Background: an optimization exercise with open tools, aiming at small area, a short achievable clock period and few clock cycles. Do not read the settings as production practice.
In this exercise RTL edits were held to simulation tests only and were not proved equivalent to the original.
The clock cells of run 6 come from the design's own scripts or RTL, not from TritonCTS.
The clock input has no modelled driver; a real chip could not lean on it and would need a root buffer or a full tree.
Power and IR drop assume default switching activity.

==> flow/design.v <==
package axi_pkg;
  typedef enum logic [1:0] {
    RESP_OKAY   = 2'b00,
    RESP_EXOKAY = 2'b01,
    RESP_SLVERR = 2'b10,
    RESP_DECERR = 2'b11
  } axi_resp_t;
  localparam int NUM_REGS = 8;
  localparam logic [7:0] REG_CTRL_OFFSET     = 8'h00;
  localparam logic [7:0] REG_STATUS_OFFSET   = 8'h04;
  localparam logic [7:0] REG_DATA_TX_OFFSET  = 8'h08;
  localparam logic [7:0] REG_DATA_RX_OFFSET  = 8'h0C;
  localparam logic [7:0] REG_IRQ_EN_OFFSET   = 8'h10;
  localparam logic [7:0] REG_IRQ_STAT_OFFSET = 8'h14;
  localparam logic [7:0] REG_SCRATCH_OFFSET  = 8'h18;
  localparam logic [7:0] REG_VERSION_OFFSET  = 8'h1C;
  localparam int REG_CTRL     = 0;
  localparam int REG_STATUS   = 1;
  localparam int REG_DATA_TX  = 2;
  localparam int REG_DATA_RX  = 3;
  localparam int REG_IRQ_EN   = 4;
  localparam int REG_IRQ_STAT = 5;
  localparam int REG_SCRATCH  = 6;
  localparam int REG_VERSION  = 7;
  localparam logic [31:0] IP_VERSION = 32'h0001_0000;
endpackage
module axi4_lite_slave #(
  parameter int ADDR_WIDTH = 32,
  parameter int DATA_WIDTH = 32
)(
  input  logic                    aclk,
  input  logic                    aresetn,
  input  logic [ADDR_WIDTH-1:0]   awaddr,
  input  logic [2:0]              awprot,
  input  logic                    awvalid,
  output logic                    awready,
  input  logic [DATA_WIDTH-1:0]   wdata,
  input  logic [DATA_WIDTH/8-1:0] wstrb,
  input  logic                    wvalid,
  output logic                    wready,
  output logic [1:0]              bresp,
  output logic                    bvalid,
  input  logic                    bready,
  input  logic [ADDR_WIDTH-1:0]   araddr,
  input  logic [2:0]              arprot,
  input  logic                    arvalid,
  output logic                    arready,
  output logic [DATA_WIDTH-1:0]   rdata,
  output logic [1:0]              rresp,
  output logic                    rvalid,
  input  logic                    rready
);
  logic [31:0] reg_ctrl;
  logic [31:0] reg_data_tx;
  logic [31:0] reg_irq_en;
  logic [31:0] reg_scratch;
  logic       aw_v0, aw_v1;           
  logic [4:0] aw_e0, aw_e1;
  logic       aw_blk;                 
  logic       w_blk;                  
  logic [3:0] w_arm;                  
  logic       awready_q, wready_q;    
  logic       b_v, b_idle, b_err;     
  logic       bs_v, bs_err;           
  assign awready = awready_q;
  assign wready  = wready_q;
  assign bvalid  = b_v;
  assign bresp   = {b_err, 1'b0};
  wire aw_fire = awvalid & ~aw_blk;
  wire w_fire  = wvalid & ~w_blk;
  wire b_free  = b_idle | bready;     
  wire       aw_ok_in = (awaddr[31:5] == 27'd0);
  wire [4:0] aw_e_in  = {~aw_ok_in,
                         aw_ok_in & (awaddr[4:2] == 3'd6),
                         aw_ok_in & (awaddr[4:2] == 3'd4),
                         aw_ok_in & (awaddr[4:2] == 3'd2),
                         aw_ok_in & (awaddr[4:2] == 3'd0)};
  logic       aw_v0_d, aw_v1_d, bs_v_d, b_v_d, w_go_d;
  logic [4:0] aw_e0_d;
  always_comb begin
    aw_v0_d = aw_v0;
    aw_v1_d = aw_v1;
    if (w_fire) begin
      aw_v0_d = aw_v1 | aw_fire;
      aw_v1_d = 1'b0;
    end else if (aw_fire) begin
      aw_v0_d = 1'b1;
      aw_v1_d = aw_v0;
    end
  end
  assign aw_e0_d = (w_fire | ~aw_v0) ? (aw_v1 ? aw_e1 : aw_e_in) : aw_e0;
  assign bs_v_d  = ~b_free & (bs_v | w_fire);
  assign b_v_d   = b_free ? (bs_v | w_fire) : 1'b1;
  assign w_go_d  = aw_v0_d & ~bs_v_d;
  always_ff @(posedge aclk or negedge aresetn) begin
    if (!aresetn) begin
      aw_v0     <= 1'b0;
      aw_v1     <= 1'b0;
      aw_blk    <= 1'b1;
      w_blk     <= 1'b1;
      w_arm     <= 4'd0;
      awready_q <= 1'b0;
      wready_q  <= 1'b0;
      b_v       <= 1'b0;
      b_idle    <= 1'b1;
      b_err     <= 1'b0;
      bs_v      <= 1'b0;
      bs_err    <= 1'b0;
    end else begin
      aw_v0     <= aw_v0_d;
      aw_v1     <= aw_v1_d;
      aw_blk    <= aw_v1_d;
      w_blk     <= ~w_go_d;
      w_arm     <= {4{w_go_d}} & aw_e0_d[3:0];
      awready_q <= ~aw_v1_d;
      wready_q  <= w_go_d;
      b_v       <= b_v_d;
      b_idle    <= ~b_v_d;
      bs_v      <= bs_v_d;
      if (b_free) b_err <= bs_v ? bs_err : aw_e0[4];
      if (~bs_v)  bs_err <= aw_e0[4];
    end
  end
  always_ff @(posedge aclk) begin
    aw_e0 <= aw_e0_d;
    if (~aw_v1) aw_e1 <= aw_e_in;
  end
  always_ff @(posedge aclk or negedge aresetn) begin
    if (!aresetn) begin
      reg_ctrl    <= '0;
      reg_data_tx <= '0;
      reg_irq_en  <= '0;
      reg_scratch <= '0;
    end else begin
      for (int b = 0; b < 4; b++) begin
        if (wvalid && wstrb[b]) begin
          if (w_arm[0]) reg_ctrl[b*8 +: 8]    <= wdata[b*8 +: 8];
          if (w_arm[1]) reg_data_tx[b*8 +: 8] <= wdata[b*8 +: 8];
          if (w_arm[2]) reg_irq_en[b*8 +: 8]  <= wdata[b*8 +: 8];
          if (w_arm[3]) reg_scratch[b*8 +: 8] <= wdata[b*8 +: 8];
        end
      end
    end
  end
  logic        ar_v0, ar_v1;          
  logic        ar_blk;                
  logic        arready_q;             
  logic [5:0]  ar_lo, ar_hi_n;
  logic        ar_ok1;
  logic [2:0]  ar_idx1;
  logic        r_v, r_idle, r_err;    
  logic [31:0] r_data;
  assign arready = arready_q;
  assign rvalid  = r_v;
  assign rdata   = r_data;
  assign rresp   = {r_err, 1'b0};
  wire ar_fire  = arvalid & ~ar_blk;
  wire r_load   = r_idle | rready;    
  wire ar_pop   = r_load & ar_v0;
  wire ar_ok_in = (araddr[31:5] == 27'd0);
  wire       sel_ok  = ar_v1 ? ar_ok1  : ar_ok_in;
  wire [2:0] sel_idx = ar_v1 ? ar_idx1 : araddr[4:2];
  wire [5:0] lo_d = {~sel_ok,
                     sel_ok & (sel_idx == 3'd6),
                     sel_ok & (sel_idx == 3'd4),
                     sel_ok & (sel_idx[2:1] == 2'd1),
                     sel_ok & (sel_idx == 3'd1),
                     sel_ok & (sel_idx == 3'd0)};
  wire [5:0] hi_d = {~sel_ok,
                     sel_ok & (sel_idx == 3'd7),
                     sel_ok & (sel_idx == 3'd6),
                     sel_ok & (sel_idx == 3'd4),
                     sel_ok & (sel_idx[2:1] == 2'd1),
                     sel_ok & (sel_idx == 3'd0)};
  logic ar_v0_d, ar_v1_d;
  always_comb begin
    ar_v0_d = ar_v0;
    ar_v1_d = ar_v1;
    if (ar_pop) begin
      ar_v0_d = ar_v1 | ar_fire;
      ar_v1_d = 1'b0;
    end else if (ar_fire) begin
      ar_v0_d = 1'b1;
      ar_v1_d = ar_v0;
    end
  end
  always_ff @(posedge aclk or negedge aresetn) begin
    if (!aresetn) begin
      ar_v0     <= 1'b0;
      ar_v1     <= 1'b0;
      ar_blk    <= 1'b1;
      arready_q <= 1'b0;
      r_v       <= 1'b0;
      r_idle    <= 1'b1;
      r_err     <= 1'b0;
    end else begin
      ar_v0     <= ar_v0_d;
      ar_v1     <= ar_v1_d;
      ar_blk    <= ar_v1_d;
      arready_q <= ~ar_v1_d;
      if (r_load) begin
        r_v    <= ar_v0;
        r_idle <= ~ar_v0;
        r_err  <= ar_lo[5];
      end
    end
  end
  wire [31:0] lo_word = ({32{ar_lo[0]}} & reg_ctrl)
                      | ({32{ar_lo[1]}} & {31'd0, reg_ctrl[0]})
                      | ({32{ar_lo[2]}} & reg_data_tx)
                      | ({32{ar_lo[3]}} & reg_irq_en)
                      | ({32{ar_lo[4]}} & reg_scratch)
                      | ({32{ar_lo[5]}} & 32'hDEADBEEF);
  wire [31:0] hi_word = ({32{~ar_hi_n[0]}} & reg_ctrl)
                      | ({32{~ar_hi_n[1]}} & reg_data_tx)
                      | ({32{~ar_hi_n[2]}} & reg_irq_en)
                      | ({32{~ar_hi_n[3]}} & reg_scratch)
                      | ({32{~ar_hi_n[4]}} & axi_pkg::IP_VERSION)
                      | ({32{~ar_hi_n[5]}} & 32'hDEADBEEF);
  always_ff @(posedge aclk) begin
    if (ar_pop | ~ar_v0) begin
      ar_lo   <= lo_d;
      ar_hi_n <= ~hi_d;
    end
    if (~ar_v1) begin
      ar_ok1  <= ar_ok_in;
      ar_idx1 <= araddr[4:2];
    end
    if (r_load) r_data <= {hi_word[31:16], lo_word[15:0]};
  end
endmodule
module axi4_lite_slave_wrapper #(
  parameter int ADDR_WIDTH = 32,
  parameter int DATA_WIDTH = 32
)(
  input  logic                      aclk,
  input  logic                      aresetn,
  input  logic [ADDR_WIDTH-1:0]     s_axi_awaddr,
  input  logic [2:0]                s_axi_awprot,
  input  logic                      s_axi_awvalid,
  output logic                      s_axi_awready,
  input  logic [DATA_WIDTH-1:0]     s_axi_wdata,
  input  logic [DATA_WIDTH/8-1:0]   s_axi_wstrb,
  input  logic                      s_axi_wvalid,
  output logic                      s_axi_wready,
  output logic [1:0]                s_axi_bresp,
  output logic                      s_axi_bvalid,
  input  logic                      s_axi_bready,
  input  logic [ADDR_WIDTH-1:0]     s_axi_araddr,
  input  logic [2:0]                s_axi_arprot,
  input  logic                      s_axi_arvalid,
  output logic                      s_axi_arready,
  output logic [DATA_WIDTH-1:0]     s_axi_rdata,
  output logic [1:0]                s_axi_rresp,
  output logic                      s_axi_rvalid,
  input  logic                      s_axi_rready
);
  axi4_lite_slave #(
    .ADDR_WIDTH (ADDR_WIDTH),
    .DATA_WIDTH (DATA_WIDTH)
  ) u_slave (
    .aclk    (aclk),           .aresetn (aresetn),
    .awaddr  (s_axi_awaddr),   .awprot  (s_axi_awprot),
    .awvalid (s_axi_awvalid),  .awready (s_axi_awready),
    .wdata   (s_axi_wdata),    .wstrb   (s_axi_wstrb),
    .wvalid  (s_axi_wvalid),   .wready  (s_axi_wready),
    .bresp   (s_axi_bresp),    .bvalid  (s_axi_bvalid),
    .bready  (s_axi_bready),
    .araddr  (s_axi_araddr),   .arprot  (s_axi_arprot),
    .arvalid (s_axi_arvalid),  .arready (s_axi_arready),
    .rdata   (s_axi_rdata),    .rresp   (s_axi_rresp),
    .rvalid  (s_axi_rvalid),   .rready  (s_axi_rready)
  );
endmodule
==> flow/flow/run.sh <==
#!/bin/bash
# Standard ORFS layout, with buf_1 port buffers and resizing not tied to cell footprints.
set -euo pipefail
cd "$(dirname "$0")/.."
bash standard.sh \
  "BUFFER_PORTS_ARGS=-buffer_cell sky130_fd_sc_hd__buf_1" \
  MATCH_CELL_FOOTPRINT=0 \
  finish > flow_orfs.log 2>&1
==> flow/standard.sh <==
#!/bin/bash
# synth_recipe.tcl (not shown) runs the flow's synth.tcl, then flattens the netlist and writes it again
# the make line also repeats each setting of config.mk as NAME=value (left out here)
make -C /OpenROAD-flow-scripts/flow DESIGN_CONFIG=/design/flow/config.mk WORK_HOME=/design/flow/orfs CLKGATE_MAP_FILE= SYNTH_SCRIPT=/design/flow/synth_recipe.tcl "${@:-finish}"
==> flow/config.mk <==
export PLATFORM = sky130hd
export DESIGN_NAME = axi4_lite_slave_wrapper
export DESIGN_NICKNAME = axi4_lite_slave_wrapper
export VERILOG_FILES = /design/flow/design.v
export SDC_FILE = /design/flow/constraint.sdc
export NUM_CORES = 4
export LEC_CHECK = 0
export CAP_MARGIN = 20
export CORE_MARGIN = 2
export CORE_UTILIZATION = 40
export CTS_BUF_LIST = sky130_fd_sc_hd__clkbuf_4
export SETUP_SLACK_MARGIN = 1.4
export SLEW_MARGIN = 20
export TNS_END_PERCENT = 0
==> flow/constraint.sdc <==
create_clock -name core_clock -period 3.0 [get_ports {aclk}]
set_input_delay 0.6000 -clock core_clock [delete_from_list [all_inputs] [get_ports {aclk}]]
set_output_delay 0.6000 -clock core_clock [all_outputs]
set_load 0.01 [all_outputs]
==> summary.txt, run 1 <==
Logic synthesis
  – Simple-Gate Fraction of Synth Area: 0.07602
  – Post-Syn Area: 0.008295 mm2
  – Post-synthesis sequential area ratio: 0.6475
  – Synth unique cells: 40
  – XOR/XNOR Fraction of Synth Area: 0
  – Main flop type after synthesis: dfrtp_1
  – Asr flop ratio synth: 0.7212
  – Largest family of logic cells by synthesized area: multiplexers
  – Avg Synthesized Cell Area: 14.43 um2
  – Adder-Cell Fraction of Synth Area: 0
  – Post-synth EDFFs: 45
  – Multiplexer share of the synthesized area: 0.1893
  – Synthesized flop and latch total: approximately 210
  – Synth Instances: 575
  – Ys Warns: 1
  – Synth Area in Compound Gates: 0.06772

Clocking
  – H-tree lvl count: 2
  – Clk buf depth: 3
  – Root buffer cell: clkbuf_4
  – Worst-Skew Late Latency: 0.64 ns
  – Clock buffer count from CTS: 52
  – CTS tree: done
  – Sink Count: between 200 and 250
  – Clk slew on worst S/H paths: 0.07 ns
  – Post-CTS setup buffer count: 0

Worst setup path
  – Worst Setup End Kind: output port
  – CP Cell Sequence: clkbuf_2
  – CP peak stage delay: 0.41 ns
  – Worst-path maximum fanout: 1
  – Top delay family on crit path: flip-flops
  – Setup crit start kind: flop
  – WP buf/inv: 1
  – Worst path slowest cell: edfxtp_1
  – Critical path class: reg -> out
  – WP data arrival: 1.20 ns
  – Worst EP required: about 2.4 ns

Global route
  – Vias in the first global route: 5952
  – GR Util All Layers: 0.1801
  – Largest net degree at the start of global routing: 85
  – First-pass GRT wire length: 30.77 mm
  – Gr ovfl total: 0
  – Initial antenna violation count: 1

STA
  – RSZ-0062 raised after global routing: yes
  – Worst Slack Setup Final: 1.196 ns
  – Final Cycle Share: 0.6012
  – Worst slew margin: 0.4338
  – Fmax achieved: 0.5545 GHz
  – Slew @ Worst Pin: 0.8494 ns
  – Setup TNS: 0 ns
  – Max-slew violation count: 0
  – Fin crit period: around 1.8 ns
  – Clock Skews: 0.03411 ns
  – Final setup fails: 0
  – Final Hold Vio Count: 0

Placed design
  – Post-DP HPWL: between 10 and 15 mm
  – IO buf count: 141
  – Place WS: 0.8891 ns
  – Placed Instances: about 970
  – Final GP Congestion: roughly 0.73
  – Area post-placement: 0.009144 mm2

Power and ir drop
  – VDD IR max: 0.3208 mV
  – Static Leak: 0.003944 uW
  – PnR Total Power: 8933 uW
  – PwrDens: between 900 and 1000 mW/mm2

Floorplan
  – Rows: 52
  – Die Y: around 150 um
  – Die width: 148.0 um
  – Die area: 0.02191 mm2
  – Initial Util: 0.4087
  – Ports: 154
  – Core area: 0.02030 mm2

Route
  – Total routed wirelength: 19.36 mm
  – Final ANT Viol Nets: 0
  – 1st-pass router iterations: 5
  – DR vias/cell: 5.259
  – 1st-iter DRT viols: 370
  – Residual DRC: 0
  – Total number of vias: 5601
  – Routed WL per cell: 18.18 um

Final layout
  – Layout Cells excl Fill: 1065
  – Final Cell Area: approximately 0.0098 mm2
  – Multi-input gate area: 0.002793 mm2
  – Share of cells above drive strength 1: 0.3073
  – Layout area overhead: 18.55%
  – Register Area: 0.005371 mm2
  – Fillers: 1840
  – Nets: 869

Job
  – Max-Cap Viols: 0

Outcome
  – Status: finished clean

Min path
  – Hold Crit Class: in -> reg
==> synthesized netlist by cell type, types with 2 or more instances <==
master	instances	area, um2
nand3_1	32	160.2
o211ai_1	4	30.03
edfxtp_1	45	1351
nor2_1	8	30.03
dfstp_2	5	131.4
nand2b_1	2	12.51
mux2i_1	5	50.05
nor2b_1	2	12.51
mux2_2	134	1509
dfrtp_1	145	3628
a222oi_1	23	230.2
o21ba_2	3	30.03
a21oi_1	14	70.07
nor4_1	12	75.07
dfxtp_1	13	260.3
nor3_1	4	20.02
buf_2	3	15.01
o31ai_1	3	22.52
buf_4	4	30.03
o21ai_0	3	15.01
nand2_1	41	153.9
or3_1	2	12.51
nand4b_1	2	17.52
nor4_2	2	25.02
nor4_4	2	42.54
clkbuf_1	13	48.80
inv_1	16	60.06
nand4_1	5	31.28
a22oi_1	17	127.6
==> what timing repair did <==
action / 4_1_cts / 5_1_grt
endpoints found under the hold margin: 5 / 0
hold buffers: 1 / 0
endpoints found under the setup margin: 51 / 63
gates resized for setup: 1 / 1
==> power breakdown <==
| part | switching, uW | leakage (uW) | internal, uW |
|---|---|---|---|
| registers | 710 | 0.00230 | 4040 |
| logic | 793 | 0.00124 | 1010 |
| clock network | 1070 | 0.000402 | 1300 |
==> cells by family (layout without fill, tap and decap cells) <==
kind of cell    Yosys count  after routing
simple gates            118            118
compound gates           71             71
other cells               1              3
buf+inv                  37            255
mux                     140            140
flops                   208            208
==> stage by stage <==
step                hold WS [ns]    util
finish                    0.2715  0.4845
global route              0.2237  0.4845
CTS                       0.2163  0.4843
detailed placement        0.4557  0.4504
global placement          0.4454  0.4504
floorplan                 0.3044       -
==> placed cells by master, fill, tap and decap left out, types with 3 or more instances in the layout <==
cell type  instances
inv_1             14
clkinv_1          10
nor4_1            12
nor4_4             3
clkbuf_4          82
mux2i_1            5
a22oi_1           17
o21ai_0            3
buf_4              3
o21ba_2            3
nor2_1             7
buf_1            139
dfstp_2            5
mux2_2           134
dfrtp_1          145
nor3_1             3
edfxtp_1          45
a222oi_1          23
nand2_1           41
nand4_1            5
a21oi_1           14
nand3_1           32
o31ai_1            3
dfxtp_1           13
o211ai_1           4
==> metal layers <==
layer  GRT usage  part of all wire  vias up
li1            -                 -     2569
met1      0.2254              0.40     2770
met2      0.3113              0.50      233
met3     0.04136             0.076       29
met4     0.05619             0.015        0
met5           0                 0        -
==> area by class of cell <==
cell class | count | area share
Multi-Input combinational cell | 331 | 0.2840
Tap cell | 270 | 0.03435
Inverter | 17 | 0.006870
Clock buffer | 81 | 0.06183
Clock inverter | 11 | 0.006870
Sequential cell | 208 | 0.5462
Antenna cell | 1 | 0.0002545
Timing Repair Buffer | 146 | 0.05967
==> worst paths after layout <==
check | startpoint | end | cells after the start | slack [ns]
max in group asynchronous | aresetn | u_slave.reg_ctrl[20] | 3 | 1.67
hold reg to reg | u_slave.aw_e1[4] | u_slave.aw_e1[4] | 2 | 0.46
hold / removal | s_axi_wdata[9] | u_slave.reg_ctrl[9] | 2 | 0.27
setup / recovery | u_slave.r_data[0] | s_axi_rdata[0] | 1 | 1.20
min in group asynchronous | aresetn | u_slave.reg_scratch[2] | 3 | 0.56
setup reg to reg | u_slave.ar_v1 | u_slave.ar_hi_n[2] | 5 | 1.28
==> sequential cells by signal, indices dropped and copies added, names as in the netlist, 3 cells and up <==
signal               count
u_slave.ar_hi_n          6
u_slave.ar_idx1          3
u_slave.ar_lo            6
u_slave.aw_e0            5
u_slave.aw_e1            5
u_slave.r_data          32
u_slave.reg_ctrl        32
u_slave.reg_data_tx     32
u_slave.reg_irq_en      32
u_slave.reg_scratch     32
u_slave.w_arm            4
Testbench counts, summed over its fixed seeds: cycles 3,216.
==> inputs of run 2 (changes only) <==
--- a/flow/config.mk
+++ b/flow/config.mk
@@ -8,7 +8,6 @@
 export CAP_MARGIN = 20
 export CORE_MARGIN = 2
 export CORE_UTILIZATION = 40
-export CTS_BUF_LIST = sky130_fd_sc_hd__clkbuf_4
 export SETUP_SLACK_MARGIN = 1.4
 export SLEW_MARGIN = 20
 export TNS_END_PERCENT = 0
==> summary.txt, run 2 <==
Outcome
  – Status: finished clean (unchanged)

Global route
  – Initial antenna violation count: 0 (was 1)
  – GR Util All Layers: 0.1751 (was 0.1801)
  – First-pass GRT wire length: 30.15 mm (was 30.77 mm)
  – Largest net degree at the start of global routing: 85 (unchanged)
  – Vias in the first global route: 5732 (was 5952)
  – Gr ovfl total: 0 (unchanged)

Power and ir drop
  – VDD IR max: 0.3143 mV (was 0.3208 mV)
  – PwrDens: 928.1 mW/mm2 (was 908.3 mW/mm2)
  – Static Leak: 0.003891 uW (was 0.003944 uW)

Route
  – DR vias/cell: 5.343 (was 5.259)
  – 1st-pass router iterations: 5 (unchanged)
  – Final ANT Viol Nets: 0 (unchanged)
  – Total number of vias: 5396 (was 5601)
  – 1st-iter DRT viols: 315 (was 370)
  – Residual DRC: 0 (unchanged)
  – Routed WL per cell: 18.83 um (was 18.18 um)
  – Total routed wirelength: 19.02 mm (was 19.36 mm)

Logic synthesis
  – Ys Warns: 1 (unchanged)
  – Post-Syn Area: 0.008295 mm2 (unchanged)
  – Avg Synthesized Cell Area: 14.43 um2 (unchanged)
  – Synth top area share: 0.4374 (unchanged)
  – Post-synth EDFFs: 45 (unchanged)
  – Synth cell count leaders: 145 x dfrtp_1, 134 x mux2_2, 45 x edfxtp_1 (unchanged)
  – Asr flop ratio synth: 0.7212 (unchanged)
  – Area contributors post-synth: dfrtp_1 44%, mux2_2 18%, edfxtp_1 16%, dfxtp_1 3.1%, a222oi_1 2.8% (unchanged)
  – Synth Instances: 575 (unchanged)
  – Synth unique cells: 40 (unchanged)
  – Post-synthesis sequential area ratio: 0.6475 (unchanged)
  – Most common cell in the synthesized netlist: dfrtp_1 (unchanged)
  – Top cell type by total area after synthesis: dfrtp_1 (unchanged)
  – Synthesized flop and latch total: 208 (unchanged)
  – Main flop type after synthesis: dfrtp_1 (unchanged)

Clocking
  – Clk buf depth: 3 (unchanged)
  – Worst-Skew Late Latency: 0.49 ns (was 0.64 ns)
  – Clock buffer count from CTS: 21 (was 52)
  – Sink Count: 208 (unchanged)
  – Clk slew on worst S/H paths: 0.06 ns (was 0.07 ns)
  – CTS Hold Bufs: 0 (was 1)
  – H-tree lvl count: 1 (was 2)
  – CTS tree: done (unchanged)
  – Root buffer cell: clkbuf_16 (was clkbuf_4)

Floorplan
  – Core area: 0.02030 mm2 (unchanged)
  – Die Y: 148.0 um (unchanged)
  – Rows: 52 (unchanged)
  – Ports: 154 (unchanged)
  – Die width: 148.0 um (unchanged)
  – Die area: 0.02191 mm2 (unchanged)
  – Initial Util: 0.4087 (unchanged)

STA
  – Fin crit period: 1.653 ns (was 1.804 ns)
  – RSZ-0062 raised after global routing: yes (unchanged)
  – Worst Slack Setup Final: 1.347 ns (was 1.196 ns)
  – Worst slew margin: 0.4327 (was 0.4338)
  – Final Hold Vio Count: 0 (unchanged)
  – Hold WS: 0.1516 ns (was 0.2715 ns)
  – Slew @ Worst Pin: 0.8509 ns (was 0.8494 ns)
  – Setup TNS: 0 ns (unchanged)
  – Max-slew violation count: 0 (unchanged)
  – Fmax achieved: 0.6049 GHz (was 0.5545 GHz)
  – Final Cycle Share: 0.5511 (was 0.6012)
  – Final setup fails: 0 (unchanged)
  – Clock Skews: 0.009150 ns (was 0.03411 ns)

Job
  – Max-Cap Viols: 0 (unchanged)

Final layout
  – Share of cells above drive strength 1: 0.2720 (was 0.3073)
  – Final Cell Area: 0.009888 mm2 (was 0.009834 mm2)
  – Most frequent cells in the layout: 144 x dfrtp_1, 138 x buf_1, 134 x mux2_2 (was 145 x dfrtp_1, 139 x buf_1, 134 x mux2_2)
  – Nets: 838 (was 869)
  – Fillers: 1781 (was 1840)
  – Leading cell type in the layout, fill and taps excluded: dfrtp_1 (unchanged)
  – Layout area overhead: 19.20% (was 18.55%)

Worst setup path
  – Crit path from: u_slave.r_data[16] (was u_slave.r_data[0])
  – WP buf/inv: 1 (unchanged)
  – Worst reg2reg path depth: 5 (unchanged)
  – Top delay family on crit path: flip-flops (unchanged)
  – Setup crit start kind: flop (unchanged)
  – Worst R2R Start: u_slave.ar_v1 (unchanged)
  – Worst-path maximum fanout: 1 (unchanged)
  – Worst path slowest cell: edfxtp_1 (unchanged)
  – CP Cell Sequence: clkbuf_2 (unchanged)
  – CP peak stage delay: 0.42 ns (was 0.41 ns)
  – WP data arrival: 1.05 ns (was 1.20 ns)
  – R2R Setup Slk: 1.44 ns (was 1.28 ns)
  – Worst EP required: 2.40 ns (about the same)
  – Worst Setup End Kind: output port (unchanged)
  – WP depth: 1 (unchanged)
  – Critical path class: reg -> out (unchanged)

Placed design
  – Place WS: 0.8891 ns (unchanged)
  – IO buf count: 141 (unchanged)
  – Area post-placement: 0.009144 mm2 (unchanged)
  – Final GP Congestion: 0.7297 (unchanged)
  – Post-DP HPWL: 12.42 mm (unchanged)

Min path
  – Hold Crit Class: in -> async (was in -> reg)
[run 2: changes by cell type in the layout (fill, tap and decap cells not counted), sizes merged]
cell / delta
dlygate4sd3: -1
clkinv: -4
bufinv: +1
clkbuf: -51
[run 2: kinds of logic after synthesis]
family / synth area share
multiplexers: 0.1893
buffers and inverters: 0.01900
AO/OA/AOI/OAI: 0.06772
other: 0.0004521
flip-flops: 0.6475
AND/OR/NAND/NOR: 0.07602
[run 2: per-layer routing]
metal / track usage / vias up / wire [um]
met4: 0.04619 / 0 / 310
met2: 0.3060 / 192 / 9523
li1: - / 2476 / -
met5: 0 / - / 0
met1: 0.2278 / 2702 / 8023
met3: 0.02809 / 26 / 1162
[run 2: final timing paths]
path                                     endpoint
setup / recovery                  s_axi_rdata[16]
hold / removal             u_slave.reg_scratch[2]
hold reg to reg                  u_slave.aw_e1[4]
min in group core_clock    u_slave.reg_scratch[9]
max in group asynchronous           u_slave.ar_v1
setup reg to reg               u_slave.ar_hi_n[0]
[run 2: layout make-up]
type                       count  area, um2  share of cell area
sequential                   208       5373              0.5433
multi-input combinational    331       2821              0.2853
timing repair buffer         146      598.1             0.06048
clock buffer                  29      595.6             0.06023
tap                          270      337.8             0.03416
clock inverter                 8      87.58            0.008857
inverter                      17      72.57            0.007339
antenna                        1      2.502           0.0002531
[run 2: report_power, final]
group | internal [uW] | switching, uW | total [uW]
Combinational | 1040 | 809 | 1850
Sequential | 4050 | 698 | 4740
Clock | 1550 | 1030 | 2580
Total | 6640 | 2540 | 9180
[run 2: timing repair]
action	CTS	global route
setup endpoints to repair	26	64
setup buffers	1	0
resized for setup	4	9
pin swaps	0	1
[run 2: per-stage QoR]
step,util,std cells,total power (uW)
after floorplan,-,576,5921
after global placement,0.4504,971,6414
after detailed placement,0.4504,971,6615
after CTS,0.4853,1009,9253
after global routing,0.4870,1009,9681
final,0.4871,1010,9178
==> inputs of run 3 (changes only) <==
--- a/flow/config.mk
+++ b/flow/config.mk
@@ -5,9 +5,12 @@
 export SDC_FILE = /design/flow/constraint.sdc
 export NUM_CORES = 4
 export LEC_CHECK = 0
+export ABC_CLOCK_PERIOD_IN_PS = 1000
 export CAP_MARGIN = 20
 export CORE_MARGIN = 2
 export CORE_UTILIZATION = 40
+export CTS_CLUSTER_DIAMETER = 200
+export CTS_CLUSTER_SIZE = 30
 export SETUP_SLACK_MARGIN = 1.4
 export SLEW_MARGIN = 20
 export TNS_END_PERCENT = 0
==> summary.txt, run 3 <==
STA
  – Clock Skews: 0.01443 ns (was 0.009150 ns)
  – Fmax achieved: 0.6039 GHz (was 0.6049 GHz)
  – Slew @ Worst Pin: 0.8568 ns (was 0.8509 ns)
  – Worst slew margin: 0.4288 (was 0.4327)
  – Final setup fails: 0 (unchanged)
  – Fin crit period: 1.656 ns (was 1.653 ns)
  – Final Cycle Share: 0.5520 (was 0.5511)
  – Setup TNS: 0 ns (unchanged)
  – Max-slew violation count: 0 (unchanged)
  – Final Hold Vio Count: 0 (unchanged)
  – RSZ-0062 raised after global routing: yes (unchanged)

Logic synthesis
  – Post-synthesis sequential area ratio: 0.6475 (unchanged)
  – Main flop type after synthesis: dfrtp_1 (unchanged)
  – Asr flop ratio synth: 0.7212 (unchanged)
  – Ys Warns: 1 (unchanged)
  – Synth unique cells: 40 (unchanged)
  – Post-Syn Area: 0.008295 mm2 (unchanged)
  – Most common cell in the synthesized netlist: dfrtp_1 (unchanged)
  – Synth cell count leaders: 145 x dfrtp_1, 134 x mux2_2, 45 x edfxtp_1 (unchanged)
  – Avg Synthesized Cell Area: 14.43 um2 (unchanged)
  – Post-synth EDFFs: 45 (unchanged)
  – Synthesized flop and latch total: 208 (unchanged)
  – Synth top area share: 0.4374 (unchanged)
  – Top cell type by total area after synthesis: dfrtp_1 (unchanged)
  – Synth Instances: 575 (unchanged)
  – Area contributors post-synth: dfrtp_1 44%, mux2_2 18%, edfxtp_1 16%, dfxtp_1 3.1%, a222oi_1 2.8% (unchanged)

Route
  – Total number of vias: 5269 (was 5396)
  – DR vias/cell: 5.328 (was 5.343)
  – Routed WL per cell: 19.03 um (was 18.83 um)
  – Total routed wirelength: 18.82 mm (was 19.02 mm)
  – 1st-pass router iterations: 5 (unchanged)
  – 1st-iter DRT viols: 418 (was 315)
  – Residual DRC: 0 (unchanged)
  – Final ANT Viol Nets: 0 (unchanged)

Final layout
  – Final Cell Area: 0.009513 mm2 (was 0.009888 mm2)
  – Leading cell type in the layout, fill and taps excluded: dfrtp_1 (unchanged)
  – Most frequent cells in the layout: 144 x dfrtp_1, 139 x buf_1, 134 x mux2_2 (was 144 x dfrtp_1, 138 x buf_1, 134 x mux2_2)
  – Fillers: 1826 (was 1781)
  – # diodes: 0 (was 1)
  – Layout area overhead: 14.68% (was 19.20%)
  – Multi-input gate area: 0.002821 mm2 (unchanged)
  – Nets: 828 (was 838)
  – Layout Utilization: 0.4686 (was 0.4871)
  – Share of cells above drive strength 1: 0.2531 (was 0.2720)
  – Register Area: 0.005373 mm2 (unchanged)

Power and ir drop
  – PwrDens: 856.4 mW/mm2 (was 928.1 mW/mm2)
  – VDD IR max: 0.3524 mV (was 0.3143 mV)
  – Static Leak: 0.003701 uW (was 0.003891 uW)

Global route
  – GR Util All Layers: 0.1729 (was 0.1751)
  – Gr ovfl total: 0 (unchanged)
  – First-pass GRT wire length: 29.70 mm (was 30.15 mm)
  – Vias in the first global route: 5575 (was 5732)
  – Initial antenna violation count: 0 (unchanged)
  – Largest net degree at the start of global routing: 85 (unchanged)

Clocking
  – Worst-Skew Late Latency: 0.47 ns (was 0.49 ns)
  – Root buffer cell: clkbuf_16 (unchanged)
  – H-tree lvl count: 1 (unchanged)
  – Clk slew on worst S/H paths: 0.11 ns (was 0.06 ns)
  – CTS tree: done (unchanged)
  – Sink Count: 208 (unchanged)
  – Clock buffer count from CTS: 10 (was 21)
  – Clk buf depth: 3 (unchanged)

Floorplan
  – Die width: 148.0 um (unchanged)
  – Ports: 154 (unchanged)
  – Core area: 0.02030 mm2 (unchanged)
  – Die area: 0.02191 mm2 (unchanged)
  – Die Y: 148.0 um (unchanged)
  – Rows: 52 (unchanged)
  – Initial Util: 0.4087 (unchanged)

Placed design
  – Post-DP HPWL: 12.42 mm (unchanged)
  – Final GP Congestion: 0.7297 (unchanged)
  – IO buf count: 141 (unchanged)
  – Area post-placement: 0.009144 mm2 (unchanged)

Worst setup path
  – Worst Setup End Kind: output port (unchanged)
  – Worst path slowest cell: edfxtp_1 (unchanged)
  – WP buf/inv: 1 (unchanged)
  – CP peak stage delay: 0.44 ns (was 0.42 ns)
  – Setup crit start kind: flop (unchanged)
  – Top delay family on crit path: flip-flops (unchanged)
  – Critical path class: reg -> out (unchanged)
  – CP Cell Sequence: clkbuf_2 (unchanged)
  – Worst EP required: 2.40 ns (about the same)
  – Worst-path maximum fanout: 1 (unchanged)
  – WP data arrival: 1.06 ns (was 1.05 ns)

Job
  – Max-Cap Viols: 0 (unchanged)

Min path
  – Hold Crit Class: in -> async (unchanged)

Outcome
  – Status: finished clean (unchanged)
run 3: cell count changes in the layout (fill, tap and decap cells not counted), sizes merged:
cell | before | now
clkbuf | 32 | 18
clkinv | 6 | 0
buf | 143 | 145
bufinv | 2 | 0
diode | 1 | 0
run 3: final cells by class:
cell class              instances  area share
multi-input cells             331      0.2966
inverters                      17    0.007629
flip-flops and latches        208      0.5648
clock buffers                  16     0.03196
repair buffers                147     0.06353
well taps                     270     0.03551
run 3: timing repair:
item | CTS | global route
resized for setup | 3 | 9
pin swaps | 1 | 2
hold buffers | 0 | 0
endpoints found under the setup margin | 29 | 68
buffers inserted | 2 | 0
run 3: cell families after synthesis:
family / Yosys count / synth area share
flops: 208 / 0.6475
mux: 140 / 0.1893
simple gates: 118 / 0.07602
buf+inv: 37 / 0.01900
other cells: 1 / 0.0004521
compound gates: 71 / 0.06772
run 3: layer usage:
| metal | wire, um | GRT usage | part of all wire |
|---|---|---|---|
| met1 | 7958 | 0.2283 | 0.42 |
| met2 | 9573 | 0.3049 | 0.51 |
| met3 | 999 | 0.01914 | 0.053 |
| met4 | 289 | 0.04571 | 0.015 |
| met5 | 0 | 0 | 0 |
run 3: metrics by stage:
step / hold slack (ns) / power (uW) / setup slack (ns) / instances
after global placement: 0.4454 / 6414 / 0.9349 / 971
after global routing: 0.1946 / 8612 / 1.309 / 989
after floorplan: 0.3044 / 5921 / 1.304 / 576
final: 0.1607 / 8147 / 1.344 / 989
after detailed placement: 0.4557 / 6615 / 0.8891 / 971
after CTS: 0.1887 / 8210 / 1.337 / 989
run 3: final timing paths:
check                                        start                endpoint  slack, ns  cells past startpoint
worst min-delay path                       aresetn  u_slave.reg_scratch[2]       0.16                      2
worst max register to register    u_slave.ar_lo[2]      u_slave.r_data[12]       1.44                      2
worst min register to register    u_slave.aw_e1[4]        u_slave.aw_e1[4]       0.47                      2
min in group core_clock             s_axi_wdata[2]     u_slave.reg_ctrl[2]       0.44                      2
max in group asynchronous                  aresetn           u_slave.ar_v1       2.06                      2
worst max-delay path            u_slave.r_data[16]         s_axi_rdata[16]       1.34                      1
run 3: power breakdown:
part,internal [uW],total [uW],switching [uW]
combinational,1050,1860,812
sequential,4030,4730,694
clock,709,1560,853
total,5790,8150,2360
==> inputs of run 4 (changes only) <==
--- a/flow/config.mk
+++ b/flow/config.mk
@@ -5,7 +5,6 @@
 export SDC_FILE = /design/flow/constraint.sdc
 export NUM_CORES = 4
 export LEC_CHECK = 0
-export ABC_CLOCK_PERIOD_IN_PS = 1000
 export CAP_MARGIN = 20
 export CORE_MARGIN = 2
 export CORE_UTILIZATION = 40
==> summary.txt, run 4 <==
Clocking
  – Clock buffer count from CTS: 10 (unchanged)
  – Worst-Skew Late Latency: 0.47 ns (about the same)
  – Clk slew on worst S/H paths: 0.11 ns (about the same)
  – CTS tree: done (unchanged)
  – Sink Count: 208 (unchanged)
  – H-tree lvl count: 1 (unchanged)
  – Root buffer cell: clkbuf_16 (unchanged)
  – Clk buf depth: 3 (unchanged)

Worst setup path
  – CP peak stage delay: 0.44 ns (about the same)
  – Worst Setup End Kind: output port (unchanged)
  – Worst R2R Start: u_slave.ar_lo[2] (unchanged)
  – WP data arrival: 1.06 ns (about the same)
  – Worst path slowest cell: edfxtp_1 (unchanged)
  – Worst-path maximum fanout: 1 (unchanged)
  – Crit path from: u_slave.r_data[16] (unchanged)
  – Worst reg2reg path depth: 2 (unchanged)
  – Critical path class: reg -> out (unchanged)
  – WP buf/inv: 1 (unchanged)
  – Reg2reg end: u_slave.r_data[12] (unchanged)
  – Top delay family on crit path: flip-flops (unchanged)
  – Worst EP required: 2.40 ns (about the same)
  – CP Cell Sequence: clkbuf_2 (unchanged)
  – Setup crit start kind: flop (unchanged)
  – Worst setup endpoint: s_axi_rdata[16] (unchanged)
  – R2R Setup Slk: 1.44 ns (about the same)
  – WP depth: 1 (unchanged)

Floorplan
  – Die width: 148.0 um (unchanged)
  – Core area: 0.02030 mm2 (unchanged)
  – Die Y: 148.0 um (unchanged)
  – Rows: 52 (unchanged)
  – Die area: 0.02191 mm2 (unchanged)
  – Initial Util: 0.4087 (unchanged)
  – Ports: 154 (unchanged)

Final layout
  – Layout area overhead: 14.68% (unchanged)
  – Share of cells above drive strength 1: 0.2531 (unchanged)
  – # diodes: 0 (unchanged)
  – Most frequent cells in the layout: 144 x dfrtp_1, 139 x buf_1, 134 x mux2_2 (unchanged)
  – Leading cell type in the layout, fill and taps excluded: dfrtp_1 (unchanged)
  – Nets: 828 (unchanged)
  – Final Cell Area: 0.009513 mm2 (unchanged)
  – Fillers: 1826 (unchanged)

Logic synthesis
  – Most common cell in the synthesized netlist: dfrtp_1 (unchanged)
  – Synthesized flop and latch total: 208 (unchanged)
  – Area contributors post-synth: dfrtp_1 44%, mux2_2 18%, edfxtp_1 16%, dfxtp_1 3.1%, a222oi_1 2.8% (unchanged)
  – Asr flop ratio synth: 0.7212 (unchanged)
  – Avg Synthesized Cell Area: 14.43 um2 (unchanged)
  – Synth unique cells: 40 (unchanged)
  – Post-synthesis sequential area ratio: 0.6475 (unchanged)
  – Synth top area share: 0.4374 (unchanged)
  – Top cell type by total area after synthesis: dfrtp_1 (unchanged)
  – Synth Instances: 575 (unchanged)
  – Synth cell count leaders: 145 x dfrtp_1, 134 x mux2_2, 45 x edfxtp_1 (unchanged)
  – Main flop type after synthesis: dfrtp_1 (unchanged)
  – Post-synth EDFFs: 45 (unchanged)
  – Post-Syn Area: 0.008295 mm2 (unchanged)
  – Ys Warns: 1 (unchanged)

Outcome
  – Status: finished clean (unchanged)

Route
  – Routed WL per cell: 19.03 um (unchanged)
  – DR vias/cell: 5.328 (unchanged)
  – 1st-pass router iterations: 5 (unchanged)
  – Total routed wirelength: 18.82 mm (unchanged)
  – Total number of vias: 5269 (unchanged)
  – 1st-iter DRT viols: 418 (unchanged)
  – Final ANT Viol Nets: 0 (unchanged)
  – Residual DRC: 0 (unchanged)

STA
  – Final Hold Vio Count: 0 (unchanged)
  – Fin crit period: 1.656 ns (unchanged)
  – Worst slew margin: 0.4288 (unchanged)
  – Setup TNS: 0 ns (unchanged)
  – Max-slew violation count: 0 (unchanged)
  – RSZ-0062 raised after global routing: yes (unchanged)
  – Slew @ Worst Pin: 0.8568 ns (unchanged)
  – Clock Skews: 0.01443 ns (unchanged)
  – Final Cycle Share: 0.5520 (unchanged)
  – Fmax achieved: 0.6039 GHz (unchanged)
  – Final setup fails: 0 (unchanged)

Global route
  – Vias in the first global route: 5575 (unchanged)
  – Gr ovfl total: 0 (unchanged)
  – First-pass GRT wire length: 29.70 mm (unchanged)
  – GR Util All Layers: 0.1729 (unchanged)
  – Largest net degree at the start of global routing: 85 (unchanged)
  – Initial antenna violation count: 0 (unchanged)

Placed design
  – Post-DP HPWL: 12.42 mm (unchanged)
  – IO buf count: 141 (unchanged)
  – Area post-placement: 0.009144 mm2 (unchanged)
  – Final GP Congestion: 0.7297 (unchanged)

Power and ir drop
  – PwrDens: 856.4 mW/mm2 (unchanged)
  – VDD IR max: 0.3524 mV (unchanged)
  – Static Leak: 0.003701 uW (unchanged)

Job
  – Max-Cap Viols: 0 (unchanged)

Min path
  – Hold Crit Class: in -> async (unchanged)
[run 4: cell counts in the layout (fill, tap and decap cells not counted)]
Identical to the previous run, type by type.
[run 4: kinds of logic after synthesis]
family                 after synthesis  share of synthesized area
AOI/OAI and AO/OA                   71                    0.06772
muxes                              140                     0.1893
buffers and inverters               37                    0.01900
DFF                                208                     0.6475
and+or+nand+nor                    118                    0.07602
other                                1                  0.0004521
[run 4: timing repair]
item	in CTS	in global routing
pin swaps	1	2
gates resized for setup	3	9
setup endpoints to repair	29	68
buffers inserted	2	0
hold buffers	0	0
[run 4: how the worst min path moves through the flow]
stage / depth (start not counted) / slack (ns) / startpoint / endpoint
finish: 2 / 0.16 / aresetn / u_slave.reg_scratch[2]
global route: 2 / 0.19 / aresetn / u_slave.reg_irq_en[2]
CTS: 2 / 0.19 / aresetn / u_slave.reg_scratch[2]
detailed placement: 1 / 0.46 / u_slave.aw_e0[1] / u_slave.aw_e0[1]
global placement: 1 / 0.45 / u_slave.aw_e0[1] / u_slave.aw_e0[1]
floorplan: 0 / 0.30 / aresetn / u_slave.ar_v0
[run 4: per-layer routing]
metal	wire length [um]	global-route usage	vias up
li1	-	-	2435
met1	7958	0.2283	2637
met2	9573	0.3049	178
met3	999	0.01914	19
met4	289	0.04571	0
met5	0	0	-
[run 4: per-stage QoR]
stage | instances | power, uW | setup WS, ns | hold WS, ns | utilization
2_1_floorplan | 576 | 5921 | 1.304 | 0.3044 | -
3_3_place_gp | 971 | 6414 | 0.9349 | 0.4454 | 0.4504
3_5_place_dp | 971 | 6615 | 0.8891 | 0.4557 | 0.4504
4_1_cts | 989 | 8210 | 1.337 | 0.1887 | 0.4670
5_1_grt | 989 | 8612 | 1.309 | 0.1946 | 0.4686
6_report | 989 | 8147 | 1.344 | 0.1607 | 0.4686
[run 4: power by group]
| group | switching, uW | leakage [uW] | internal [uW] |
|---|---|---|---|
| registers | 694 | 0.00230 | 4030 |
| clock network | 853 | 0.000147 | 709 |
| logic | 812 | 0.00126 | 1050 |
| total | 2360 | 0.00370 | 5790 |
[run 4: area by class of cell]
cell class | instances | area (um2) | area share
Clock buffer | 16 | 304.0 | 0.03196
Sequential cell | 208 | 5373 | 0.5648
Timing Repair Buffer | 147 | 604.3 | 0.06353
Tap cell | 270 | 337.8 | 0.03551
Multi-Input combinational cell | 331 | 2821 | 0.2966
Inverter | 17 | 72.57 | 0.007629
==> inputs of run 5 (changes only) <==
==> flow/run.sh (new file) <==
#!/bin/bash
# synth_recipe.tcl (not shown) runs the flow's synth.tcl, then flattens the netlist and writes it again
# the make line also repeats each setting of config.mk as NAME=value (left out here)
make -C /OpenROAD-flow-scripts/flow DESIGN_CONFIG=/design/flow/config.mk WORK_HOME=/design/flow/orfs CLKGATE_MAP_FILE= SYNTH_SCRIPT=/design/flow/synth_recipe.tcl finish
removed: flow/flow/run.sh
removed: flow/standard.sh
==> summary.txt, run 5 <==
STA
  – Clock Skews: 0.008469 ns (was 0.01443 ns)
  – Final setup fails: 0 (unchanged)
  – Setup TNS: 0 ns (unchanged)
  – RSZ-0062 raised after global routing: yes (unchanged)
  – Fin crit period: 1.748 ns (was 1.656 ns)
  – Worst slew margin: 0.4807 (was 0.4288)
  – Final Hold Vio Count: 0 (unchanged)
  – Max-slew violation count: 0 (unchanged)
  – Slew @ Worst Pin: 0.7789 ns (was 0.8568 ns)
  – Fmax achieved: 0.5720 GHz (was 0.6039 GHz)
  – Final Cycle Share: 0.5828 (was 0.5520)

Power and ir drop
  – Sequential Power Share: 0.570 (was 0.580)
  – Logic pwr share: 0.244 (was 0.228)
  – Clk network pwr share: 0.186 (was 0.192)
  – Psw: 2376 uW (was 2359 uW)
  – Sw frac: 0.2858 (was 0.2895)
  – Static Leak: 0.004328 uW (was 0.003701 uW)
  – PwrDens: 780.0 mW/mm2 (was 856.4 mW/mm2)
  – VDD IR max: 0.3518 mV (was 0.3524 mV)
  – Internal Power: 5937 uW (was 5788 uW)

Logic synthesis
  – Post-Syn Area: 0.008295 mm2 (unchanged)
  – Post-synthesis sequential area ratio: 0.6475 (unchanged)
  – Synth cell count leaders: 145 x dfrtp_1, 134 x mux2_2, 45 x edfxtp_1 (unchanged)
  – Post-synth EDFFs: 45 (unchanged)
  – Area contributors post-synth: dfrtp_1 44%, mux2_2 18%, edfxtp_1 16%, dfxtp_1 3.1%, a222oi_1 2.8% (unchanged)
  – Main flop type after synthesis: dfrtp_1 (unchanged)
  – Synthesized flop and latch total: 208 (unchanged)
  – Ys Warns: 1 (unchanged)
  – Most common cell in the synthesized netlist: dfrtp_1 (unchanged)
  – Synth Instances: 575 (unchanged)
  – Top cell type by total area after synthesis: dfrtp_1 (unchanged)
  – Synth unique cells: 40 (unchanged)
  – Synth top area share: 0.4374 (unchanged)
  – Avg Synthesized Cell Area: 14.43 um2 (unchanged)
  – Asr flop ratio synth: 0.7212 (unchanged)

Placed design
  – Post-DP HPWL: 12.95 mm (was 12.42 mm)
  – IO buf count: 141 (unchanged)
  – Area post-placement: 0.01003 mm2 (was 0.009144 mm2)
  – Final GP Congestion: 0.7157 (was 0.7297)

Final layout
  – Nets: 840 (was 828)
  – Final Cell Area: 0.01066 mm2 (was 0.009513 mm2)
  – # diodes: 0 (unchanged)
  – Most frequent cells in the layout: 144 x dfrtp_1, 134 x mux2_2, 76 x clkdlybuf4s50_1 (was 144 x dfrtp_1, 139 x buf_1, 134 x mux2_2)
  – Layout area overhead: 28.48% (was 14.68%)
  – Share of cells above drive strength 1: 0.3064 (was 0.2531)
  – Leading cell type in the layout, fill and taps excluded: dfrtp_1 (unchanged)

Global route
  – GR Util All Layers: 0.1780 (was 0.1729)
  – Largest net degree at the start of global routing: 68 (was 85)
  – First-pass GRT wire length: 30.80 mm (was 29.70 mm)
  – Gr ovfl total: 0 (unchanged)
  – Vias in the first global route: 5837 (was 5575)
  – Initial antenna violation count: 0 (unchanged)

Worst setup path
  – Worst-path maximum fanout: 1 (unchanged)
  – Top delay family on crit path: flip-flops (unchanged)
  – WP buf/inv: 1 (unchanged)
  – Setup crit start kind: flop (unchanged)
  – CP Cell Sequence: dlygate4sd2_1 (was clkbuf_2)
  – CP peak stage delay: 0.39 ns (was 0.44 ns)
  – Worst EP required: 2.40 ns (about the same)
  – Worst path slowest cell: edfxtp_1 (unchanged)
  – WP data arrival: 1.15 ns (was 1.06 ns)
  – Critical path class: reg -> out (unchanged)
  – Worst Setup End Kind: output port (unchanged)

Clocking
  – Sink Count: 208 (unchanged)
  – Clk buf depth: 3 (unchanged)
  – H-tree lvl count: 1 (unchanged)
  – Worst-Skew Late Latency: 0.47 ns (about the same)
  – Clock buffer count from CTS: 10 (unchanged)
  – Clk slew on worst S/H paths: 0.11 ns (about the same)
  – Root buffer cell: clkbuf_16 (unchanged)
  – CTS tree: done (unchanged)

Floorplan
  – Core area: 0.02030 mm2 (unchanged)
  – Die Y: 148.0 um (unchanged)
  – Die width: 148.0 um (unchanged)
  – Ports: 154 (unchanged)
  – Die area: 0.02191 mm2 (unchanged)
  – Initial Util: 0.4087 (unchanged)
  – Rows: 52 (unchanged)

Job
  – Max-Cap Viols: 0 (unchanged)

Route
  – DR vias/cell: 5.374 (was 5.328)
  – Routed WL per cell: 19.31 um (was 19.03 um)
  – Total routed wirelength: 19.33 mm (was 18.82 mm)
  – Residual DRC: 0 (unchanged)
  – Final ANT Viol Nets: 0 (unchanged)
  – 1st-iter DRT viols: 398 (was 418)
  – Total number of vias: 5379 (was 5269)
  – 1st-pass router iterations: 8 (was 5)

Outcome
  – Status: finished clean (unchanged)

Min path
  – Hold Crit Class: in -> async (unchanged)
-- run 5: cell counts after synthesis --
No cell type changed its count.
-- run 5: layer usage --
layer / part of all wire / up-vias / track usage
met4: 0.010 / 0 / 0.03714
li1: - / 2460 / -
met2: 0.52 / 154 / 0.3225
met1: 0.42 / 2752 / 0.2260
met3: 0.050 / 13 / 0.02809
met5: 0 / - / 0
-- run 5: final cells by class --
cell class,instances,area (um2)
Timing Repair Buffer,159,1550
Tap cell,270,337.8
Multi-Input combinational cell,331,3023
Fill cell,1715,9642
Inverter,17,70.07
Sequential cell,208,5373
Clock buffer,16,304.0
-- run 5: cell families (layout without fill, tap and decap cells) --
| kind of cell | count (synthesis) | count (layout) | synth area share |
|---|---|---|---|
| other | 1 | 2 | 0.0004521 |
| muxes | 140 | 140 | 0.1893 |
| buffers and inverters | 37 | 192 | 0.01900 |
| and+or+nand+nor | 118 | 118 | 0.07602 |
| DFF | 208 | 208 | 0.6475 |
| AOI/OAI and AO/OA | 71 | 71 | 0.06772 |
-- run 5: power groups by stage --
stage               registers [uW]  logic [uW]  clock network (uW)
floorplan                     4510        1410                   0
global placement              4680        1950                   0
detailed placement            4770        2050                   0
CTS                           4720        2010                1610
global route                  4870        2240                1710
finish                        4740        2030                1550
-- run 5: per-stage QoR --
step	worst slack, ns	power [uW]	instances	hold slack, ns	utilization
2_1_floorplan	1.304	5921	576	0.3044	-
3_3_place_gp	0.6624	6637	972	0.4458	0.4941
3_5_place_dp	0.5705	6819	972	0.4455	0.4941
4_1_cts	1.202	8340	994	0.1358	0.5139
5_1_grt	1.208	8821	1001	0.1434	0.5250
6_report	1.252	8314	1001	0.09992	0.5250
-- run 5: worst paths after layout --
kind	depth (start not counted)	slack [ns]	end	start
worst max register to register	5	1.34	u_slave.aw_e0[0]	u_slave.aw_v1
min in group core_clock	2	0.46	u_slave.aw_e1[4]	u_slave.aw_e1[4]
max in group asynchronous	2	2.13	u_slave.reg_data_tx[11]	aresetn
worst min-delay path	1	0.1	u_slave.r_err	aresetn
worst min register to register	2	0.46	u_slave.aw_e1[4]	u_slave.aw_e1[4]
worst max-delay path	1	1.25	s_axi_rdata[3]	u_slave.r_data[3]
-- run 5: repair_timing --
item / 4_1_cts / 5_1_grt
buffers inserted: 6 / 7
cloned: 0 / 0
hold buffers: 0 / 0
setup endpoints to repair: 216 / 201
gates resized for setup: 74 / 49
pin swaps: 8 / 18
==> inputs of run 6 (changes only) <==
==> flow/flow/run.sh (new file) <==
#!/bin/bash
# Standard ORFS layout, with buf_1 port buffers, resizing not tied to cell
# footprints, and a hand-built two-level clock tree (flow/cts_pre.tcl).
set -euo pipefail
cd "$(dirname "$0")/.."
export FLOW_CTS_LEAVES=16
export FLOW_CTS_LEAF=sky130_fd_sc_hd__clkbuf_8
export FLOW_CTS_ROOT=sky130_fd_sc_hd__clkbuf_16
bash standard.sh \
  "BUFFER_PORTS_ARGS=-buffer_cell sky130_fd_sc_hd__buf_1" \
  MATCH_CELL_FOOTPRINT=0 \
  "PRE_CTS_TCL=$(pwd)/flow/cts_pre.tcl" \
  finish > flow_orfs.log 2>&1
==> flow/flow/clock_tree.tcl (new file) <==
# Build a two-level clock tree by hand: K leaf buffers at the centroids of a
# k-means clustering of the clock sinks, fed directly by the clock port (K<=4)
# or through a root buffer.
proc build_clock_tree {clk_port K leaf_master root_master} {
  set db [ord::get_db]
  set block [ord::get_db_block]
  set net [[$block findBTerm $clk_port] getNet]
  set sinks {}
  foreach it [$net getITerms] {
    if {[$it isInputSignal]} { lappend sinks $it }
  }
  set pts {}
  foreach it $sinks {
    set bb [[$it getInst] getBBox]
    lappend pts [list [expr {([$bb xMin]+[$bb xMax])/2.0}] [expr {([$bb yMin]+[$bb yMax])/2.0}]]
  }
  set n [llength $pts]
  # k-means, seeded along the x axis after sorting
  set order [lsort -real -index 0 $pts]
  set cent {}
  for {set k 0} {$k < $K} {incr k} {
    lappend cent [lindex $order [expr {int(($k + 0.5) * $n / $K)}]]
  }
  for {set iter 0} {$iter < 50} {incr iter} {
    set asg {}
    foreach p $pts {
      set best 0; set bd 1e30
      for {set k 0} {$k < $K} {incr k} {
        set c [lindex $cent $k]
        set d [expr {abs([lindex $p 0]-[lindex $c 0]) + abs([lindex $p 1]-[lindex $c 1])}]
        if {$d < $bd} { set bd $d; set best $k }
      }
      lappend asg $best
    }
    set sx {}; set sy {}; set cnt {}
    for {set k 0} {$k < $K} {incr k} { lappend sx 0.0; lappend sy 0.0; lappend cnt 0 }
    foreach p $pts a $asg {
      lset sx $a [expr {[lindex $sx $a] + [lindex $p 0]}]
      lset sy $a [expr {[lindex $sy $a] + [lindex $p 1]}]
      lset cnt $a [expr {[lindex $cnt $a] + 1}]
    }
    set new {}
    for {set k 0} {$k < $K} {incr k} {
      if {[lindex $cnt $k] > 0} {
        lappend new [list [expr {[lindex $sx $k]/[lindex $cnt $k]}] [expr {[lindex $sy $k]/[lindex $cnt $k]}]]
      } else { lappend new [lindex $cent $k] }
    }
    set cent $new
  }
  puts "clock tree: $n sinks, cluster sizes $cnt"
  set lm [$db findMaster $leaf_master]
  set feed $net
  if {$root_master ne ""} {
    set rm [$db findMaster $root_master]
    set root [odb::dbInst_create $block $rm "cts_root"]
    set cx 0.0; set cy 0.0
    foreach c $cent { set cx [expr {$cx + [lindex $c 0]}]; set cy [expr {$cy + [lindex $c 1]}] }
    $root setLocation [expr {int($cx/$K)}] [expr {int($cy/$K)}]
    $root setPlacementStatus PLACED
    [$root findITerm A] connect $net
    set feed [odb::dbNet_create $block "clknet_root"]
    $feed setSigType CLOCK
    [$root findITerm X] connect $feed
  }
  for {set k 0} {$k < $K} {incr k} {
    set b [odb::dbInst_create $block $lm "cts_leaf_$k"]
    set c [lindex $cent $k]
    $b setLocation [expr {int([lindex $c 0])}] [expr {int([lindex $c 1])}]
    $b setPlacementStatus PLACED
    [$b findITerm A] connect $feed
    set ln [odb::dbNet_create $block "clknet_leaf_$k"]
    $ln setSigType CLOCK
    [$b findITerm X] connect $ln
    set leafnet($k) $ln
  }
  foreach it $sinks a $asg {
    $it disconnect
    $it connect $leafnet($a)
  }
  $net setSigType CLOCK
}
==> flow/flow/cts_pre.tcl (new file) <==
# Sourced by ORFS's cts.tcl (PRE_CTS_TCL) after the placed design is loaded.
# Builds a shallow, balanced clock tree by hand (see clock_tree.tcl) and
# turns the clock_tree_synthesis call that follows into a no-op; the rest of
# cts.tcl (legalisation, timing repair) runs as usual.
source [file join [file dirname [info script]] clock_tree.tcl]
set K    $::env(FLOW_CTS_LEAVES)
set leaf $::env(FLOW_CTS_LEAF)
set root [expr {[info exists ::env(FLOW_CTS_ROOT)] ? $::env(FLOW_CTS_ROOT) : ""}]
build_clock_tree aclk $K $leaf $root
rename clock_tree_synthesis __unused_clock_tree_synthesis
proc clock_tree_synthesis {args} {
  puts "clock tree built by flow/clock_tree.tcl"
  set_propagated_clock [all_clocks]
}
==> flow/standard.sh (new file) <==
#!/bin/bash
# synth_recipe.tcl (not shown) runs the flow's synth.tcl, then flattens the netlist and writes it again
# the make line also repeats each setting of config.mk as NAME=value (left out here)
make -C /OpenROAD-flow-scripts/flow DESIGN_CONFIG=/design/flow/config.mk WORK_HOME=/design/flow/orfs CLKGATE_MAP_FILE= SYNTH_SCRIPT=/design/flow/synth_recipe.tcl "${@:-finish}"
--- a/flow/config.mk
+++ b/flow/config.mk
@@ -8,8 +8,6 @@
 export CAP_MARGIN = 20
 export CORE_MARGIN = 2
 export CORE_UTILIZATION = 40
-export CTS_CLUSTER_DIAMETER = 200
-export CTS_CLUSTER_SIZE = 30
-export SETUP_SLACK_MARGIN = 1.4
+export SETUP_SLACK_MARGIN = 1.6
 export SLEW_MARGIN = 20
 export TNS_END_PERCENT = 0
removed: flow/run.sh
==> summary.txt, run 6 <==
Outcome
  – Status: finished clean (unchanged)

Min path
  – Hold Crit Class: in -> async (unchanged)

Clocking
  – CTS Hold Bufs: 0 (unchanged)
  – Clk slew on worst S/H paths: 0.10 ns (was 0.11 ns)
  – Worst-Skew Late Latency: 0.42 ns (was 0.47 ns)

STA
  – RSZ-0062 raised after global routing: yes (unchanged)
  – Setup TNS: 0 ns (unchanged)
  – Worst slew margin: 0.4342 (was 0.4807)
  – Final setup fails: 0 (unchanged)
  – Final Cycle Share: 0.5307 (was 0.5828)
  – Max-slew violation count: 0 (unchanged)
  – Final Hold Vio Count: 0 (unchanged)
  – Fmax achieved: 0.6281 GHz (was 0.5720 GHz)
  – Slew @ Worst Pin: 0.8487 ns (was 0.7789 ns)
  – Clock Skews: 0.02377 ns (was 0.008469 ns)
  – Fin crit period: 1.592 ns (was 1.748 ns)

Logic synthesis
  – Post-synthesis sequential area ratio: 0.6475 (unchanged)
  – Post-synth EDFFs: 45 (unchanged)
  – Synth Instances: 575 (unchanged)
  – Asr flop ratio synth: 0.7212 (unchanged)
  – Post-Syn Area: 0.008295 mm2 (unchanged)
  – Synthesized flop and latch total: 208 (unchanged)
  – Most common cell in the synthesized netlist: dfrtp_1 (unchanged)
  – Synth top area share: 0.4374 (unchanged)
  – Ys Warns: 1 (unchanged)
  – Synth cell count leaders: 145 x dfrtp_1, 134 x mux2_2, 45 x edfxtp_1 (unchanged)
  – Avg Synthesized Cell Area: 14.43 um2 (unchanged)
  – Area contributors post-synth: dfrtp_1 44%, mux2_2 18%, edfxtp_1 16%, dfxtp_1 3.1%, a222oi_1 2.8% (unchanged)
  – Synth unique cells: 40 (unchanged)
  – Main flop type after synthesis: dfrtp_1 (unchanged)
  – Top cell type by total area after synthesis: dfrtp_1 (unchanged)

Placed design
  – Final GP Congestion: 0.7297 (was 0.7157)
  – Post-DP HPWL: 12.42 mm (was 12.95 mm)
  – Placed Instances: 971 (was 972)
  – IO buf count: 141 (unchanged)

Worst setup path
  – Setup crit start kind: flop (unchanged)
  – CP peak stage delay: 0.43 ns (was 0.39 ns)
  – Worst path slowest cell: edfxtp_1 (unchanged)
  – Critical path class: reg -> out (unchanged)
  – Worst Setup End Kind: output port (unchanged)
  – WP buf/inv: 1 (unchanged)
  – Worst-path maximum fanout: 1 (unchanged)
  – CP Cell Sequence: clkbuf_2 (was dlygate4sd2_1)
  – WP data arrival: 0.99 ns (was 1.15 ns)
  – Worst EP required: 2.40 ns (about the same)
  – Top delay family on crit path: flip-flops (unchanged)

Final layout
  – Share of cells above drive strength 1: 0.2810 (was 0.3064)
  – # diodes: 0 (unchanged)
  – Fillers: 1833 (was 1715)
  – Layout area overhead: 15.20% (was 28.48%)
  – Layout Cells excl Fill: 996 (was 1001)
  – Register Area: 0.005374 mm2 (was 0.005373 mm2)
  – Nets: 841 (was 840)
  – Most frequent cells in the layout: 143 x dfrtp_1, 139 x buf_1, 134 x mux2_2 (was 144 x dfrtp_1, 134 x mux2_2, 76 x clkdlybuf4s50_1)
  – Multi-input gate area: 0.002860 mm2 (was 0.003023 mm2)
  – Leading cell type in the layout, fill and taps excluded: dfrtp_1 (unchanged)

Route
  – WL met2: 9.540 mm (was 10.13 mm)
  – Total routed wirelength: 18.92 mm (was 19.33 mm)
  – Uppermost layer routed: met4 (unchanged)
  – 1st-iter DRT viols: 371 (was 398)
  – Met3 WL: 1.268 mm (was 962 um)
  – DR vias/cell: 5.365 (was 5.374)
  – Routed length on met1: 7.816 mm (was 8.036 mm)
  – Routed WL per cell: 18.99 um (was 19.31 um)
  – Residual DRC: 0 (unchanged)
  – Total number of vias: 5344 (was 5379)
  – 1st-pass router iterations: 5 (was 8)
  – Final ANT Viol Nets: 0 (unchanged)

Floorplan
  – Die area: 0.02191 mm2 (unchanged)
  – Die Y: 148.0 um (unchanged)
  – Initial Util: 0.4087 (unchanged)
  – Ports: 154 (unchanged)
  – Die width: 148.0 um (unchanged)
  – Core area: 0.02030 mm2 (unchanged)
  – Rows: 52 (unchanged)

Power and ir drop
  – Internal Power: 5628 uW (was 5937 uW)
  – VDD IR max: 0.2649 mV (was 0.3518 mV)
  – PnR Total Power: 7980 uW (was 8314 uW)
  – Sequential Power Share: 0.594 (was 0.570)
  – Clk network pwr share: 0.172 (was 0.186)
  – Psw: 2352 uW (was 2376 uW)
  – Logic pwr share: 0.234 (was 0.244)
  – PwrDens: 835.0 mW/mm2 (was 780.0 mW/mm2)
  – Static Leak: 0.003699 uW (was 0.004328 uW)
  – Sw frac: 0.2947 (was 0.2858)

Global route
  – Largest net degree at the start of global routing: 85 (was 68)
  – Gr ovfl total: 0 (unchanged)
  – Vias in the first global route: 5655 (was 5837)
  – GR Util All Layers: 0.1699 (was 0.1780)
  – First-pass GRT wire length: 29.80 mm (was 30.80 mm)
  – Initial antenna violation count: 0 (unchanged)

Job
  – Max-Cap Viols: 0 (unchanged)
## run 6: cell counts after synthesis
No cell type changed its count.
## run 6: final cells by class
| cell class | count | share of cell area |
|---|---|---|
| Inverter | 17 | 0.008117 |
| Timing Repair Buffer | 153 | 0.06926 |
| Tap cell | 270 | 0.03535 |
| Sequential cell | 208 | 0.5623 |
| Buffer | 17 | 0.02566 |
| Multi-Input combinational cell | 331 | 0.2993 |
## run 6: cell families after synthesis
logic type,synth area share
DFF,0.6475
muxes,0.1893
and+or+nand+nor,0.07602
AOI/OAI and AO/OA,0.06772
buffers and inverters,0.01900
other,0.0004521
## run 6: through the flow
stage | hold slack, ns | setup slack, ns | util | area (um2)
2_1_floorplan | 0.3044 | 1.304 | - | 8324
3_3_place_gp | 0.4454 | 0.9349 | 0.4504 | 9144
3_5_place_dp | 0.4557 | 0.8891 | 0.4504 | 9144
4_1_cts | 0.2392 | 1.387 | 0.4647 | 9433
5_1_grt | 0.2473 | 1.365 | 0.4708 | 9557
6_report | 0.2399 | 1.408 | 0.4708 | 9557
## run 6: path summary, 6_finish.rpt
kind / start / end / slack [ns] / depth (start not counted)
max in group asynchronous: aresetn / u_slave.aw_v1 / 1.97 / 2
hold / removal: aresetn / u_slave.reg_ctrl[5] / 0.24 / 2
hold reg to reg: u_slave.aw_e1[4] / u_slave.aw_e1[4] / 0.47 / 2
min in group core_clock: u_slave.aw_e1[4] / u_slave.aw_e1[4] / 0.47 / 2
setup reg to reg: u_slave.ar_lo[2] / u_slave.r_data[9] / 1.43 / 2
setup / recovery: u_slave.r_data[16] / s_axi_rdata[16] / 1.41 / 1
## run 6: what timing repair did
| action | CTS | global route |
|---|---|---|
| resized for setup | 7 | 15 |
| endpoints found under the setup margin | 240 | 259 |
| pin swaps | 1 | 3 |
| setup buffers | 2 | 6 |
## run 6: per-layer routing
layer,GRT usage,vias to the layer above
met4,0.02857,0
met5,0,-
li1,-,2452
met1,0.2233,2662
met3,0.02006,18
met2,0.3076,212
## run 6: power by group through the flow
stage | Sequential [uW] | Combinational [uW] | Clock [uW]
after global routing | 4860 | 2060 | 1530
after detailed placement | 4790 | 1830 | 0
after global placement | 4680 | 1730 | 0
after CTS | 4720 | 1880 | 1420
final | 4740 | 1870 | 1370
after floorplan | 4510 | 1410 | 0

==> what the ideal ports hide <==
No port has a modelled driver above. Below, the same layouts with a new extraction and two added sets of constraints.
Step 1, drivers: a clkbuf_16 drives aclk and a buf_2 each remaining input, both assumed.
Step 2 adds t to the input delays and takes it off the output delays; t is the mean of the earliest and latest rising clock arrival at the registers after step 1. Input paths then give back, and output paths get back, about the clock's delay inside the block.
Slacks: no drivers / after step 1 / after step 2; pairs: no drivers / after step 1.
run | shift t [ns] | setup WS [ns] | hold WS [ns] | worst setup path at the end
run 1 | 0.665 | 1.196 / 1.158 / 0.866 | 0.272 / 0.264 / 0.461 | input to register
run 2 | 0.527 | 1.347 / 1.302 / 0.956 | 0.152 / 0.133 / 0.460 | input to register
run 3 | 0.508 | 1.344 / 1.300 / 0.959 | 0.161 / 0.143 / 0.469 | input to register
run 4 | 0.508 | 1.344 / 1.300 / 0.959 | 0.161 / 0.143 / 0.469 | input to register
run 5 | 0.507 | 1.252 / 1.206 / 0.813 | 0.100 / 0.095 / 0.461 | input to register
run 6 | 0.453 | 1.408 / 1.361 / 1.045 | 0.240 / 0.219 / 0.466 | input to register
After both steps every run listed still meets setup and hold. For run 5, which loses most, drivers alone change the setup slack by -0.046 ns; drivers and shift together by -0.439 ns.
